Background: an optimization exercise with open tools, aiming at small area, a short achievable clock period and few clock cycles per item. Do not read the settings as production practice. Only simulation tests tie the RTL to the original design; equivalence was not proved.

Setup of the previous run:
==> flow/design.v <==
module RSA_decrypt #(parameter WIDTH = 8)(
    input                clk,
    input                rst_n,
    input                start,
    input  [2*WIDTH-1:0] c,
    input  [2*WIDTH-1:0] d,
    input  [2*WIDTH-1:0] n,
    output [2*WIDTH-1:0] m_decrypted,
    output reg           finish
);
localparam IDLE  = 3'd0;
localparam NORM  = 3'd1;
localparam STEP  = 3'd2;
localparam CONV  = 3'd3;
localparam SHIFT = 3'd4;
localparam OP_INIT = 2'd0;
localparam OP_SQ   = 2'd1;
localparam OP_MUL  = 2'd2;
localparam OP_FIX  = 2'd3;
reg  [2:0]  state;
reg  [1:0]  op;
reg  [16:0] r;       
reg  [15:0] a;       
reg  [15:0] nn;      
reg  [16:0] dd;      
reg  [3:0]  k;       
reg  [3:0]  j;       
reg         xb;      
reg         lst;     
reg  [18:0] ws, wc;  
reg         pend;    
assign m_decrypted = r[15:0];
wire [4:0]  eg   = ws[18:14] & wc[18:14];
wire [4:0]  ep   = ws[18:14] ^ wc[18:14];
wire [4:0]  ecy;
assign ecy[0] = 1'b0;
assign ecy[1] = eg[0];
assign ecy[2] = eg[1] | (ep[1] & eg[0]);
assign ecy[3] = eg[2] | (ep[2] & eg[1]) | (ep[2] & ep[1] & eg[0]);
assign ecy[4] = eg[3] | (ep[3] & eg[2]) | (ep[3] & ep[2] & eg[1]) | (ep[3] & ep[2] & ep[1] & eg[0]);
wire [4:0]  west = ep ^ ecy;
wire signed [4:0] ws5 = west;
wire        n14  = nn[14];
wire        qz_e = (west[4:1] == 4'b1111);           
wire        qp_e = !west[4];                         
wire        q2_e = n14 ? ((ws5 < -5'sd5) || (ws5 >= 5'sd4)) : ((ws5 < -5'sd4) || (ws5 >= 5'sd3));
wire        fixs = (op == OP_FIX);                   
wire        addn  = fixs ? r[16] : (!qz_e && !qp_e && !q2_e);    
wire        add2n = !fixs && !qp_e && q2_e;                      
wire        subn  = !fixs && qp_e && !q2_e;                      
wire        sub2n = !fixs && qp_e && q2_e;                       
wire [18:0] x1   = {ws[17:0], 1'b0};
wire [18:0] x2   = {wc[17:0], 1'b0};
wire [18:0] x3   = {{2{r[16]}}, r} & {19{xb}};
wire [18:0] s1   = x1 ^ x2 ^ x3;
wire [18:0] c1   = {(x1[17:0] & x2[17:0]) | (x1[17:0] & x3[17:0]) | (x2[17:0] & x3[17:0]), 1'b0};
wire [18:0] n2   = {2'b00, nn, 1'b0};
wire [18:0] n4   = {1'b0, nn, 2'b00};
wire [18:0] mm   = ({19{addn}} & n2) | ({19{add2n}} & n4) | ({19{subn}} & ~n2) | ({19{sub2n}} & ~n4);
wire [18:0] c1i  = {c1[18:2], pend, subn | sub2n};    
wire [18:0] p2   = s1 ^ c1i;
wire [18:0] g2   = s1 & c1i;
wire [18:0] o2   = s1 | c1i;
wire [18:0] s2   = p2 ^ mm;
wire [18:0] c2   = {(mm[17:0] & o2[17:0]) | g2[17:0], 1'b0};
wire [16:0] vsum = ws[17:1] + wc[17:1];
wire [3:0]  jend  = (op == OP_SQ) ? k : 4'd0;
wire [3:0]  jn    = j - 4'd1;
wire        xnext = (op == OP_SQ) ? r[jn] : (op == OP_MUL) ? a[jn] : 1'b0;
wire        dlast = (dd[15:0] == 16'h8000);
reg  [3:0]  amsb;
integer i;
always @(*) begin
    amsb = 4'd0;
    for (i = 0; i < 16; i = i + 1)
        if (a[i]) amsb = i;
end
wire        go_mul = (state == CONV) && (op != OP_FIX) && dd[16];
wire        go_fix = (state == CONV) && (op != OP_FIX) && !dd[16] && dlast;
wire        go_sq  = (state == CONV) && (op != OP_FIX) && !dd[16] && !dlast;
wire        cv     = (state == CONV) || (state == SHIFT);
wire        ldneg  = cv && go_sq && vsum[16];
wire        ldx1   = cv && (go_sq ? vsum[15] : go_mul ? a[amsb] : 1'b1);
wire [18:0] rx     = {{2{vsum[16]}}, vsum};
always @(posedge clk) begin
    if (state == STEP) begin
        ws   <= s2;
        wc   <= c2;
        pend <= 1'b0;
    end else begin
        ws   <= rx & {19{ldx1}};
        wc   <= {~rx[17:0], 1'b1} & {19{ldneg}};
        pend <= ldneg;
    end
end
always @(posedge clk or negedge rst_n) begin
    if (!rst_n) begin
        state  <= IDLE;
        finish <= 1'b0;
    end else begin
        finish <= 1'b0;
        case (state)
        IDLE:  if (start) state <= NORM;
        NORM:  if ((nn[15] | nn[14]) & (dd[16] | dd[15])) state <= STEP;
        STEP:  if (lst) state <= CONV;
        CONV:  begin
            if (op == OP_FIX) begin
                if (k == 4'd0) begin state <= IDLE; finish <= 1'b1; end
                else state <= SHIFT;
            end else state <= STEP;
        end
        SHIFT: if (k == 4'd1) begin state <= IDLE; finish <= 1'b1; end
        default: state <= IDLE;
        endcase
    end
end
always @(posedge clk) begin
    case (state)
    IDLE: begin                  
        r  <= {1'b0, c};
        a  <= c;
        nn <= n;
        dd <= {d, 1'b1};
        k  <= 4'd0;
    end
    NORM: begin
        if (!nn[15]) begin
            nn <= {nn[14:0], 1'b0};
            k  <= k + 4'd1;
        end
        if (!dd[16]) dd <= {dd[15:0], 1'b0};
        if ((nn[15] | nn[14]) & (dd[16] | dd[15])) begin
            dd[16] <= 1'b0;
            op     <= OP_INIT;
            j      <= k + {3'b000, !nn[15]};
            xb     <= 1'b1;
            lst    <= 1'b0;
        end
    end
    STEP: begin
        if (j == jend) begin
            lst <= 1'b1;
            xb  <= 1'b0;
        end else begin
            j   <= jn;
            xb  <= xnext;
        end
    end
    CONV: begin
        r <= vsum;
        if (go_mul) begin
            dd[16] <= 1'b0;
            op     <= OP_MUL;
            j      <= amsb - 4'd1;
            xb     <= (amsb != 4'd0) & a[amsb - 4'd1];
            lst    <= (amsb == 4'd0);
        end else if (go_fix) begin
            op     <= OP_FIX;
            xb     <= 1'b0;
            lst    <= 1'b1;
        end else if (go_sq) begin
            dd     <= {dd[15:0], 1'b0};
            op     <= OP_SQ;
            j      <= 4'd14;
            xb     <= vsum[14];
            lst    <= 1'b0;
        end
    end
    SHIFT: begin
        r <= vsum;
        k <= k - 4'd1;
    end
    default: ;
    endcase
end
endmodule
export LEC_CHECK = 0
export ABC_AREA = 1
export CAP_MARGIN = 20
export CORE_MARGIN = 2
export CORE_UTILIZATION = 40
export CTS_BUF_LIST = sky130_fd_sc_hd__clkbuf_4 sky130_fd_sc_hd__clkbuf_8
export CTS_CLUSTER_DIAMETER = 100
export CTS_CLUSTER_SIZE = 40
export SETUP_SLACK_MARGIN = 2.2
export SLEW_MARGIN = 20
create_clock -name core_clock -period 5.5 [get_ports {clk}]
standard.sh (not shown) runs the stock make flow with config.mk's settings and CLKGATE_MAP_FILE= SYNTH_SCRIPT=/design/flow/synth_recipe.tcl, a recipe that flattens the netlist after the stock synthesis.
==> flow/flow/run.sh <==
#!/bin/bash
set -e
export BUFFER_PORTS_ARGS="-buffer_cell sky130_fd_sc_hd__buf_1"
bash standard.sh > standard.log 2>&1
Testbench counts of the previous run, summed over its fixed seeds: cycles 4,298, ops 12.
Relative to the previous run, the following input files were edited for the current run:
- SETUP_SLACK_MARGIN now 2.3, was 2.2
- CTS_CLUSTER_SIZE no longer set, was 40
- CTS_CLUSTER_DIAMETER no longer set, was 100
- ABC_AREA now 0, was 1
Notes after the runs:
- All of the current run and the previous run finish clean.
- Compared to the previous run, the current run has proportion of cell area occupied by registers 1.2 points lower.
- NOTE: combined area of the multi-input logic cells in the current run exceeds that of the previous run
- Taking the previous run as the reference, in the current run fraction of synthesized area in multiplexers up 5.6 points; register-to-register slack down 230 ps.
- Row area after synthesis: the current run higher / the previous run lower
- Sort the current run and the previous run by growth of design area from synthesis to finish, descending, and the current run comes first.
- Distinct cell type count of the synthesized netlist, the current run vs the previous run: up by more than a quarter

[what the ideal ports hide]
No port has a modelled driver above. Below, the same layouts with a new extraction and two added sets of constraints. Step 1 sets driving cells, clkbuf_16 on the clock port and buf_2 on the other inputs (assumed; they add their load-dependent delay and slew). Step 2 moves the port delays by t, midway between the first and last clock arrival at a register: inputs arrive t later, outputs are due t later. That takes back most of the time a late clock gives input paths. Three values: no drivers, after step 1, after step 2; two values: the first two.
| run | shift t [ns] | setup slack, ns | hold slack, ns | worst setup path at the end | worst data-port slew with drivers (ns) |
|---|---|---|---|---|---|
| the previous run | 0.486 | 2.358 / 2.358 / 2.358 | 0.477 / 0.456 / 0.552 | register to register | 0.04 |
| the current run | 0.506 | 2.125 / 2.125 / 2.125 | 0.423 / 0.405 / 0.557 | register to register | 0.03 |
After both steps every run listed still meets setup and hold.
